Context: an optimization exercise on an open-source flow, tuned for small area, a short achievable clock period and few clock cycles per item. The choices shown serve that exercise and are no tape-out recipe. At most, simulation tests tie the RTL to the original design; equivalence was not proved. No activity file was given, so power comes from the tool's default toggle rates.

== the previous run ==
Design montgomery, start of the top module:
module montgomery(
  input           clk,
  input           resetn,
  input           start,
  input  [380:0]  in_a,
  input  [380:0]  in_b,
  input  [380:0]  in_m,
  input           out_read,
  output [380:0]  result,
  output reg      done
);
  localparam W = 386;    
  reg  [383:0] S;        
  reg  [381:0] C;        
  reg          corr;     
  reg        m_it;       
  reg        m_rs;       
  reg        first;      
  reg        safe;       
  reg  [7:0] cnt;        
  reg        d_one, d_two, d_neg;        
  reg        q_one, q_two, q_neg;        
  reg        k_one, y_neg;               
  reg        n_hi, n_lo, cur_hi;         
  wire [W-1:0] Bx = {{(W-381){1'b0}}, in_b};
  wire [W-1:0] Mx = {{(W-381){1'b0}}, in_m};
  wire [W-1:0] S_ext = {{2{S[383]}}, S};
  wire [W-1:0] C_ext = {{(W-382){1'b0}}, C};
  wire [W-1:0] S_in = ({W{m_it}} & S_ext) | ({W{m_rs}} & {S_ext[W-3:0], 2'b00});
  wire [W-1:0] C_in = ({W{m_it}} & C_ext) | ({W{m_rs}} & {C_ext[W-3:0], 2'b00});
  wire [W-1:0] Zoc = (({W{d_one}} & Bx) | ({W{d_two}} & {Bx[W-2:0], 1'b0})) ^ {W{d_neg}};
  wire [W-1:0] X;
  assign X[0]       = corr & m_it;
  assign X[1]       = Zoc[0];
  assign X[2]       = Zoc[1] | (corr & m_rs);
  assign X[W-1:3]   = Zoc[W-2:2];
  wire [W-1:0] Ysel = ({W{q_one}} & Mx) | ({W{q_two}} & {Mx[W-2:0], 1'b0})
                    | ({W{k_one}} & {Mx[W-3:0], 2'b00});
  wire [W-1:0] Y;
  ...
==> module montgomery, before the edit <==
module montgomery(
  input           clk,
  input           resetn,
  input           start,
  input  [380:0]  in_a,
  input  [380:0]  in_b,
  input  [380:0]  in_m,
  input           out_read,
  output [380:0]  result,
  output reg      done
);
  localparam W = 386;    
  reg  [383:0] S;        
  reg  [381:0] C;        
  reg          corr;     
  reg        m_it;       
  reg        m_rs;       
  reg        first;      
  reg        safe;       
  reg  [7:0] cnt;        
  reg        d_one, d_two, d_neg;        
  reg        q_one, q_two, q_neg;        
  reg        k_one, y_neg;               
  reg        n_hi, n_lo, cur_hi;         
  wire [W-1:0] Bx = {{(W-381){1'b0}}, in_b};
  wire [W-1:0] Mx = {{(W-381){1'b0}}, in_m};
  wire [W-1:0] S_ext = {{2{S[383]}}, S};
  wire [W-1:0] C_ext = {{(W-382){1'b0}}, C};
  wire [W-1:0] S_in = ({W{m_it}} & S_ext) | ({W{m_rs}} & {S_ext[W-3:0], 2'b00});
  wire [W-1:0] C_in = ({W{m_it}} & C_ext) | ({W{m_rs}} & {C_ext[W-3:0], 2'b00});
  wire [W-1:0] Zoc = (({W{d_one}} & Bx) | ({W{d_two}} & {Bx[W-2:0], 1'b0})) ^ {W{d_neg}};
  wire [W-1:0] X;
  assign X[0]       = corr & m_it;
  assign X[1]       = Zoc[0];
  assign X[2]       = Zoc[1] | (corr & m_rs);
  assign X[W-1:3]   = Zoc[W-2:2];
  wire [W-1:0] Ysel = ({W{q_one}} & Mx) | ({W{q_two}} & {Mx[W-2:0], 1'b0})
                    | ({W{k_one}} & {Mx[W-3:0], 2'b00});
  wire [W-1:0] Y;
  assign Y[0]     = q_one;
  assign Y[1]     = Ysel[1] ^ q_neg;
  assign Y[2]     = (Ysel[2] & ~k_one) ^ q_neg | k_one;
  assign Y[W-1:3] = Ysel[W-1:3] ^ {(W-3){y_neg}};
  wire [W-1:0] sum1 = S_in ^ C_in ^ X;
  wire [W-1:0] cy1  = {(S_in[W-2:0] & C_in[W-2:0]) | (S_in[W-2:0] & X[W-2:0]) | (C_in[W-2:0] & X[W-2:0]), d_neg};
  wire [W-1:0] P    = sum1 ^ cy1 ^ Y;
  wire [W-1:0] Q    = {(sum1[W-2:0] & cy1[W-2:0]) | (sum1[W-2:0] & Y[W-2:0]) | (cy1[W-2:0] & Y[W-2:0]), d_neg};
  wire [1:0]   u      = P[W-1:W-2] + Q[W-1:W-2];
  wire [383:0] S_next = {u[1], u[0], P[W-3:2]};
  wire [381:0] C_next = Q[W-3:2];
  wire         corr_next = P[1] | P[0];
  wire         cz     = ~|C;
  wire         sgn    = S[383];
  function [2:0] booth(input hi, input lo, input pr);
    begin
      booth[0] = lo ^ pr;                            
      booth[1] = (hi & ~lo & ~pr) | (~hi & lo & pr);  
      booth[2] = hi & ~(lo & pr);                     
    end
  endfunction
  wire [2:0] nd = m_it ? booth(n_hi, n_lo, cur_hi) : booth(in_a[1], in_a[0], 1'b0);
  wire [511:0] ax = {131'b0, in_a};
  wire a_hi = ax[{cnt, 1'b1}];
  wire a_lo = ax[{cnt, 1'b0}];
  wire       zoc0 = (nd[0] & in_b[0]) ^ nd[2];
  wire [1:0] t0 = {1'b0, P[2]} + {1'b0, Q[2]} + {1'b0, corr_next} + {nd[2], 1'b0}
                + {P[3] ^ Q[3] ^ zoc0, 1'b0};
  wire [1:0] qq = in_m[1] ? t0 : (2'd0 - t0);
  wire [14:0] vh   = {1'b0, ~S[383], S[382:370]} + {3'b000, C[381:370]};
  wire [14:0] mt   = {4'b0, in_m[380:370]};
  wire conf   = in_m[380];
  wire est_hi = conf & (vh >= mt + 15'd8191);    
  wire est_lo = conf & (vh <= 15'd8190);         
  wire last = (cnt == 8'd192);
  wire go   = ~m_it & ~m_rs & start;
  wire to_it = go | (m_it & ~last);
  always @(posedge clk) begin
    S    <= S_next;
    C    <= C_next;
    corr <= corr_next;
    n_hi   <= m_it ? a_hi : in_a[3];
    n_lo   <= m_it ? a_lo : in_a[2];
    cur_hi <= m_it ? n_hi : in_a[1];
  end
  always @(posedge clk or negedge resetn) begin
    if (!resetn) begin
      m_it <= 1'b0; m_rs <= 1'b0; first <= 1'b0; safe <= 1'b0; done <= 1'b0;
      cnt <= 8'd0;
      d_one <= 1'b0; d_two <= 1'b0; d_neg <= 1'b0;
      q_one <= 1'b0; q_two <= 1'b0; q_neg <= 1'b0;
      k_one <= 1'b0; y_neg <= 1'b0;
    end else begin
      d_one <= to_it & nd[0];
      d_two <= to_it & nd[1];
      d_neg <= to_it & nd[2];
      q_one <= to_it & qq[0];
      q_two <= to_it & (qq == 2'd2);
      q_neg <= to_it & (qq == 2'd3);
      cnt   <= go ? 8'd2 : cnt + 8'd1;
      k_one <= 1'b0;
      y_neg <= to_it & (qq == 2'd3);
      if (go) begin
        m_it <= 1'b1;
      end else if (m_it) begin
        if (last) begin
          m_it  <= 1'b0;
          m_rs  <= 1'b1;
          first <= 1'b1;
        end
      end else if (m_rs & ~done) begin
        if (first) begin
          first <= 1'b0;
          safe  <= conf;
          k_one <= est_hi | est_lo;
          y_neg <= est_hi;
        end else if (cz & ~k_one) begin
          if (sgn) begin
            k_one <= 1'b1;
            safe  <= 1'b1;
          end else if (safe) begin
            done  <= 1'b1;
          end else begin
            k_one <= 1'b1;
            y_neg <= 1'b1;
            safe  <= 1'b1;
          end
        end
      end else if (done & out_read) begin
        done <= 1'b0;
        m_rs <= 1'b0;
      end
    end
  end
  assign result = S[380:0];
endmodule
Settings: LEC_CHECK=0, CAP_MARGIN=40, CORE_MARGIN=2, CORE_UTILIZATION=30, SLEW_MARGIN=40; clock period 10.0 ns.
run.sh (not shown) runs the stock make flow with config.mk's settings and CLKGATE_MAP_FILE= SYNTH_SCRIPT=/design/flow/synth_recipe.tcl, a recipe that flattens the netlist after the stock synthesis.
Inputs modified between the previous run and the current run:
--- a/flow/design.v
+++ b/flow/design.v
@@ -50,8 +50,8 @@
   wire [383:0] S_next = {u[1], u[0], P[W-3:2]};
   wire [381:0] C_next = Q[W-3:2];
   wire         corr_next = P[1] | P[0];
-  wire         cz     = ~|C;
-  wire         sgn    = S[383];
+  wire         cz     = ~|C_next;
+  wire         sgn    = u[1];
   function [2:0] booth(input hi, input lo, input pr);
     begin
       booth[0] = lo ^ pr;                            
@@ -67,11 +67,11 @@
   wire [1:0] t0 = {1'b0, P[2]} + {1'b0, Q[2]} + {1'b0, corr_next} + {nd[2], 1'b0}
                 + {P[3] ^ Q[3] ^ zoc0, 1'b0};
   wire [1:0] qq = in_m[1] ? t0 : (2'd0 - t0);
-  wire [14:0] vh   = {1'b0, ~S[383], S[382:370]} + {3'b000, C[381:370]};
-  wire [14:0] mt   = {4'b0, in_m[380:370]};
+  wire signed [15:0] vhat = $signed(S[383:370]) + $signed({1'b0, C[381:370]});
+  wire signed [15:0] mt   = $signed({5'b0, in_m[380:370]});
   wire conf   = in_m[380];
-  wire est_hi = conf & (vh >= mt + 15'd8191);    
-  wire est_lo = conf & (vh <= 15'd8190);         
+  wire est_hi = conf & (vhat >= mt - 16'sd1);    
+  wire est_lo = conf & (vhat <= -16'sd2);        
   wire last = (cnt == 8'd192);
   wire go   = ~m_it & ~m_rs & start;
   wire to_it = go | (m_it & ~last);
@@ -114,7 +114,7 @@
           safe  <= conf;
           k_one <= est_hi | est_lo;
           y_neg <= est_hi;
-        end else if (cz & ~k_one) begin
+        end else if (cz) begin
           if (sgn) begin
             k_one <= 1'b1;
             safe  <= 1'b1;
Results
- The current run against the previous run: final cell count has remained practically unchanged, adder and majority gate portion of the synthesized area has remained practically unchanged, met2 track demand over resource has remained practically unchanged.
- The current run vs. the previous run: routed wire length on met3 decreased by about 10% relative to the old numbers, via count shows no meaningful change, die area held, worst endpoint data arrival time shows an increase of 1.11 ns, cell area after layout shows no meaningful change.
- Looking at critical path capture point, the k_one result is from the current run; the y_neg one comes from the previous run.
- Number of non-clock inverters in the current run is 6 lower than in the previous run
No functional check of the RTL was part of any run of this note.

========
The RTL this note starts from:
==> flow/design.v <==
`timescale 1ns / 1ps
module montgomery(
  input           clk,
  input           resetn,
  input           start,
  input  [380:0]  in_a,
  input  [380:0]  in_b,
  input  [380:0]  in_m,
  input           out_read,
  output [380:0]  result,
  output reg      done
);
  localparam W = 386;    
  reg  [383:0] S;        
  reg  [383:0] C;        
  reg          corr;     
  reg        m_it;       
  reg        m_rs;       
  reg        first;      
  reg        safe;       
  reg  [7:0] cnt;        
  reg        d_one, d_two, d_neg;        
  reg        q_one, q_two, q_neg;        
  reg        k_one, y_neg;               
  reg        n_hi, n_lo, cur_hi;         
  reg  [2:0]   b_lo;
  reg  [3:0]   m_lo;
  reg  [4:0]   m_hi;
  wire [W-1:0] Bx = {{(W-381){1'b0}}, in_b[380:3], b_lo};
  wire [W-1:0] Mx = {{(W-381){1'b0}}, in_m[380:4], m_lo};
  wire [1:0]   u     = S[383:382] + C[383:382];
  wire [W-1:0] S_ext = {{(W-383){u[1]}}, u[0], S[381:0]};
  wire [W-1:0] C_ext = {{(W-382){1'b0}}, C[381:0]};
  wire [W-1:0] S_in = m_it ? S_ext : m_rs ? {S_ext[W-3:0], 2'b00} : {W{1'b0}};
  wire [W-1:0] C_in = m_it ? C_ext : m_rs ? {C_ext[W-3:0], 2'b00} : {W{1'b0}};
  wire [W-1:0] Zoc = (({W{d_one}} & Bx) | ({W{d_two}} & {Bx[W-2:0], 1'b0})) ^ {W{d_neg}};
  wire [W-1:0] X;
  assign X[0]       = corr & m_it;
  assign X[1]       = Zoc[0];
  assign X[2]       = Zoc[1] | (corr & m_rs);
  assign X[W-1:3]   = Zoc[W-2:2];
  wire [W-1:0] Ysel = ({W{q_one}} & Mx) | ({W{q_two}} & {Mx[W-2:0], 1'b0})
                    | ({W{k_one}} & {Mx[W-3:0], 2'b00});
  wire [W-1:0] Y;
  assign Y[0]     = q_one;
  assign Y[1]     = Ysel[1] ^ q_neg;
  assign Y[2]     = (Ysel[2] & ~k_one) ^ q_neg | k_one;
  assign Y[W-1:3] = Ysel[W-1:3] ^ {(W-3){y_neg}};
  wire [W-1:0] sum1 = S_in ^ C_in ^ X;
  wire [W-1:0] cy1  = {(S_in[W-2:0] & C_in[W-2:0]) | (S_in[W-2:0] & X[W-2:0]) | (C_in[W-2:0] & X[W-2:0]), d_neg};
  wire [W-1:0] P    = sum1 ^ cy1 ^ Y;
  wire [W-1:0] Q    = {(sum1[W-2:0] & cy1[W-2:0]) | (sum1[W-2:0] & Y[W-2:0]) | (cy1[W-2:0] & Y[W-2:0]), d_neg};
  wire [383:0] S_next = P[W-1:2];
  wire [383:0] C_next = Q[W-1:2];
  wire         corr_next = P[1] | P[0];
  wire         cz     = ~|C[381:0];
  wire         sgn    = u[1];
  wire last = (cnt == 8'd192);
  wire go   = ~m_it & ~m_rs & start;
  function [2:0] booth(input hi, input lo, input pr);
    begin
      booth[0] = lo ^ pr;                            
      booth[1] = (hi & ~lo & ~pr) | (~hi & lo & pr);  
      booth[2] = hi & ~(lo & pr);                     
    end
  endfunction
  wire [2:0] nd = m_it ? booth(n_hi, n_lo, cur_hi) : booth(in_a[1], in_a[0], 1'b0);
  wire [511:0] ax = {131'b0, in_a};
  wire [7:0]   cnt_next = go ? 8'd2 : cnt + 8'd1;
  wire [3:0]   o_next   = m_it ? cnt[3:0] + 4'd1 : 4'd2;
  reg  [11:0]  g_hi, g_lo;
  integer gi;
  always @(posedge clk) begin
    for (gi = 0; gi < 12; gi = gi + 1) begin
      g_hi[gi] <= ax[{gi[3:0], o_next, 1'b1}];
      g_lo[gi] <= ax[{gi[3:0], o_next, 1'b0}];
    end
  end
  wire a_hi = g_hi[cnt[7:4]];
  wire a_lo = g_lo[cnt[7:4]];
  wire [1:0] t0;
  assign t0[0] = P[2] ^ Q[2] ^ corr_next;
  assign t0[1] = ((P[2] & Q[2]) | (P[2] & corr_next) | (Q[2] & corr_next))
               ^ P[3] ^ Q[3] ^ (nd[0] & b_lo[0]);
  wire [1:0] qq = m_it ? {t0[1] ^ (t0[0] & ~m_lo[1]), t0[0]}
                       : {in_a[0] & in_b[0], 1'b0};
  wire [8:0] vh   = {1'b0, ~S_ext[383], S_ext[382:376]} + {3'd0, C[381:376]} + 9'd1;
  wire conf   = m_hi[4];
  wire est_hi = conf & (vh >= {4'd4, m_hi});             
  wire est_lo = conf & (vh <= 9'd127);                     
  wire to_it = go | (m_it & ~last);
  always @(posedge clk) begin
    S    <= S_next;
    C    <= C_next;
    corr <= corr_next;
    n_hi   <= m_it ? a_hi : in_a[3];
    n_lo   <= m_it ? a_lo : in_a[2];
    cur_hi <= m_it ? n_hi : in_a[1];
    if (~m_it & ~m_rs) begin
      b_lo <= in_b[2:0];
      m_lo <= in_m[3:0];
      m_hi <= in_m[380:376];
    end
  end
  always @(posedge clk or negedge resetn) begin
    if (!resetn) begin
      m_it <= 1'b0; m_rs <= 1'b0; first <= 1'b0; safe <= 1'b0; done <= 1'b0;
      cnt <= 8'd0;
      d_one <= 1'b0; d_two <= 1'b0; d_neg <= 1'b0;
      q_one <= 1'b0; q_two <= 1'b0; q_neg <= 1'b0;
      k_one <= 1'b0; y_neg <= 1'b0;
    end else begin
      d_one <= to_it & nd[0];
      d_two <= to_it & nd[1];
      d_neg <= to_it & nd[2];
      q_one <= to_it & qq[0];
      q_two <= to_it & (qq == 2'd2);
      q_neg <= to_it & (qq == 2'd3);
      cnt   <= cnt_next;
      k_one <= 1'b0;
      y_neg <= to_it & (qq == 2'd3);
      if (go) begin
        m_it <= 1'b1;
      end else if (m_it) begin
        if (last) begin
          m_it  <= 1'b0;
          m_rs  <= 1'b1;
          first <= 1'b1;
        end
      end else if (m_rs & ~done) begin
        if (first) begin
          first <= 1'b0;
          safe  <= conf;
          k_one <= est_hi | est_lo;
          y_neg <= est_hi;
        end else if (cz & ~k_one) begin
          if (sgn) begin
            k_one <= 1'b1;
            safe  <= 1'b1;
          end else if (safe) begin
            done  <= 1'b1;
          end else begin
            k_one <= 1'b1;
            y_neg <= 1'b1;
            safe  <= 1'b1;
          end
        end
      end else if (done & out_read) begin
        done <= 1'b0;
        m_rs <= 1'b0;
      end
    end
  end
  assign result = S[380:0];
endmodule
==> flow/config.mk <==
export PLATFORM = sky130hd
export DESIGN_NAME = montgomery
export DESIGN_NICKNAME = montgomery
export VERILOG_FILES = /design/flow/design.v
export SDC_FILE = /design/flow/constraint.sdc
export NUM_CORES = 8
export LEC_CHECK = 0
export CAP_MARGIN = 20
export CORE_MARGIN = 2
export CORE_UTILIZATION = 30
export CTS_CLUSTER_DIAMETER = 100
export CTS_CLUSTER_SIZE = 20
export SLEW_MARGIN = 20
==> flow/constraint.sdc <==
create_clock -name core_clock -period 10.0 [get_ports {clk}]
set_input_delay 2.0000 -clock core_clock [delete_from_list [all_inputs] [get_ports {clk}]]
set_output_delay 2.0000 -clock core_clock [all_outputs]
set_load 0.01 [all_outputs]
standard.sh (not shown) runs the stock make flow with config.mk's settings and CLKGATE_MAP_FILE= SYNTH_SCRIPT=/design/flow/synth_recipe.tcl, a recipe that flattens the netlist after the stock synthesis.
==> flow/flow/run.sh <==
#!/bin/bash
# Standard ORFS layout (the standard.sh), with these changes:
#  - the port buffers are buf_1 cells instead of buffer_ports' default pick;
set -euo pipefail
export BUFFER_PORTS_ARGS="-buffer_cell sky130_fd_sc_hd__buf_1"
export SETUP_SLACK_MARGIN=6.5
bash standard.sh cts > standard_flow.log 2>&1
export SETUP_SLACK_MARGIN=6.62
bash standard.sh finish > standard_flow_finish.log 2>&1
The first run produced a clean layout.
Testbench counts at the start, summed over its fixed seeds: cycles 38,216, items 192.
Then changed:
--- a/flow/design.v
+++ b/flow/design.v
@@ -23,11 +23,10 @@
   reg        q_one, q_two, q_neg;        
   reg        k_one, y_neg;               
   reg        n_hi, n_lo, cur_hi;         
   reg  [2:0]   b_lo;
   reg  [3:0]   m_lo;
-  reg  [4:0]   m_hi;
   wire [W-1:0] Bx = {{(W-381){1'b0}}, in_b[380:3], b_lo};
   wire [W-1:0] Mx = {{(W-381){1'b0}}, in_m[380:4], m_lo};
   wire [1:0]   u     = S[383:382] + C[383:382];
   wire [W-1:0] S_ext = {{(W-383){u[1]}}, u[0], S[381:0]};
   wire [W-1:0] C_ext = {{(W-382){1'b0}}, C[381:0]};
@@ -65,30 +64,30 @@
     end
   endfunction
   wire [2:0] nd = m_it ? booth(n_hi, n_lo, cur_hi) : booth(in_a[1], in_a[0], 1'b0);
   wire [511:0] ax = {131'b0, in_a};
   wire [7:0]   cnt_next = go ? 8'd2 : cnt + 8'd1;
-  wire [3:0]   o_next   = m_it ? cnt[3:0] + 4'd1 : 4'd2;
-  reg  [11:0]  g_hi, g_lo;
+  wire [4:0]   o_next   = m_it ? cnt[4:0] + 5'd1 : 5'd2;
+  reg  [5:0]   g_hi, g_lo;
   integer gi;
   always @(posedge clk) begin
-    for (gi = 0; gi < 12; gi = gi + 1) begin
-      g_hi[gi] <= ax[{gi[3:0], o_next, 1'b1}];
-      g_lo[gi] <= ax[{gi[3:0], o_next, 1'b0}];
+    for (gi = 0; gi < 6; gi = gi + 1) begin
+      g_hi[gi] <= ax[{gi[2:0], o_next, 1'b1}];
+      g_lo[gi] <= ax[{gi[2:0], o_next, 1'b0}];
     end
   end
-  wire a_hi = g_hi[cnt[7:4]];
-  wire a_lo = g_lo[cnt[7:4]];
+  wire a_hi = g_hi[cnt[7:5]];
+  wire a_lo = g_lo[cnt[7:5]];
   wire [1:0] t0;
   assign t0[0] = P[2] ^ Q[2] ^ corr_next;
   assign t0[1] = ((P[2] & Q[2]) | (P[2] & corr_next) | (Q[2] & corr_next))
                ^ P[3] ^ Q[3] ^ (nd[0] & b_lo[0]);
   wire [1:0] qq = m_it ? {t0[1] ^ (t0[0] & ~m_lo[1]), t0[0]}
                        : {in_a[0] & in_b[0], 1'b0};
   wire [8:0] vh   = {1'b0, ~S_ext[383], S_ext[382:376]} + {3'd0, C[381:376]} + 9'd1;
-  wire conf   = m_hi[4];
-  wire est_hi = conf & (vh >= {4'd4, m_hi});             
+  wire conf   = in_m[380];
+  wire est_hi = conf & (vh >= {4'd4, in_m[380:376]});    
   wire est_lo = conf & (vh <= 9'd127);                     
   wire to_it = go | (m_it & ~last);
   always @(posedge clk) begin
     S    <= S_next;
     C    <= C_next;
@@ -97,11 +96,10 @@
     n_lo   <= m_it ? a_lo : in_a[2];
     cur_hi <= m_it ? n_hi : in_a[1];
     if (~m_it & ~m_rs) begin
       b_lo <= in_b[2:0];
       m_lo <= in_m[3:0];
-      m_hi <= in_m[380:376];
     end
   end
   always @(posedge clk or negedge resetn) begin
     if (!resetn) begin
       m_it <= 1'b0; m_rs <= 1'b0; first <= 1'b0; safe <= 1'b0; done <= 1'b0;
Power goes down by about 5.5%.
Final area stays flat.
Critical path depth decreases by 5.
Worst hold slack degrades by 0.0093 ns.
Global-route usage rises by 0.95 points.
Clock skew shrinks by 0.018 ns.
Sequential share of layout area went down by 0.47 points.
Final cell count goes down by 1.3%.
Utilization increases by 0.11 points.
Register-to-register slack is better by 0.097 ns.
Wire length climbs by about 2.6%.
The RTL of the second run of this note was laid out without a check of its function.

-- port drivers added, routing unchanged --
The results above use ideal ports. As a check the final layouts listed here were re-extracted and re-timed, cells and wires unchanged.
Step 1, drivers: a clkbuf_16 drives clk and a buf_2 each remaining input, both assumed.
Step 2 also shifts input and output timing later by t, the mid clock arrival at the registers, as if the neighbouring blocks saw the same clock.
Three values: ideal, step 1, step 2; two values: the first two.
run | t, ns | setup WS [ns] | latest minus earliest clock arrival (ns) | worst slew at a driven data input, ns | cell pins on the clock port's net
the previous run | 0.822 | 4.625 / 4.690 / 3.868 | 0.074 / 0.074 | 0.38 | 1
the current run | 0.811 | 3.498 / 3.498 / 2.994 | 0.108 / 0.108 | 0.28 | 1
the first run of note 2 | 0.802 | 6.573 / 6.479 / 5.956 | 0.053 / 0.053 | 0.41 | 1
the second run of note 2 | 0.808 | 6.630 / 6.535 / 5.905 | 0.042 / 0.041 | 0.39 | 1
After both steps every run listed still meets setup and hold. The setup slack of the previous run, which loses most, moves by +0.065 ns with the drivers and by -0.757 ns with both steps.
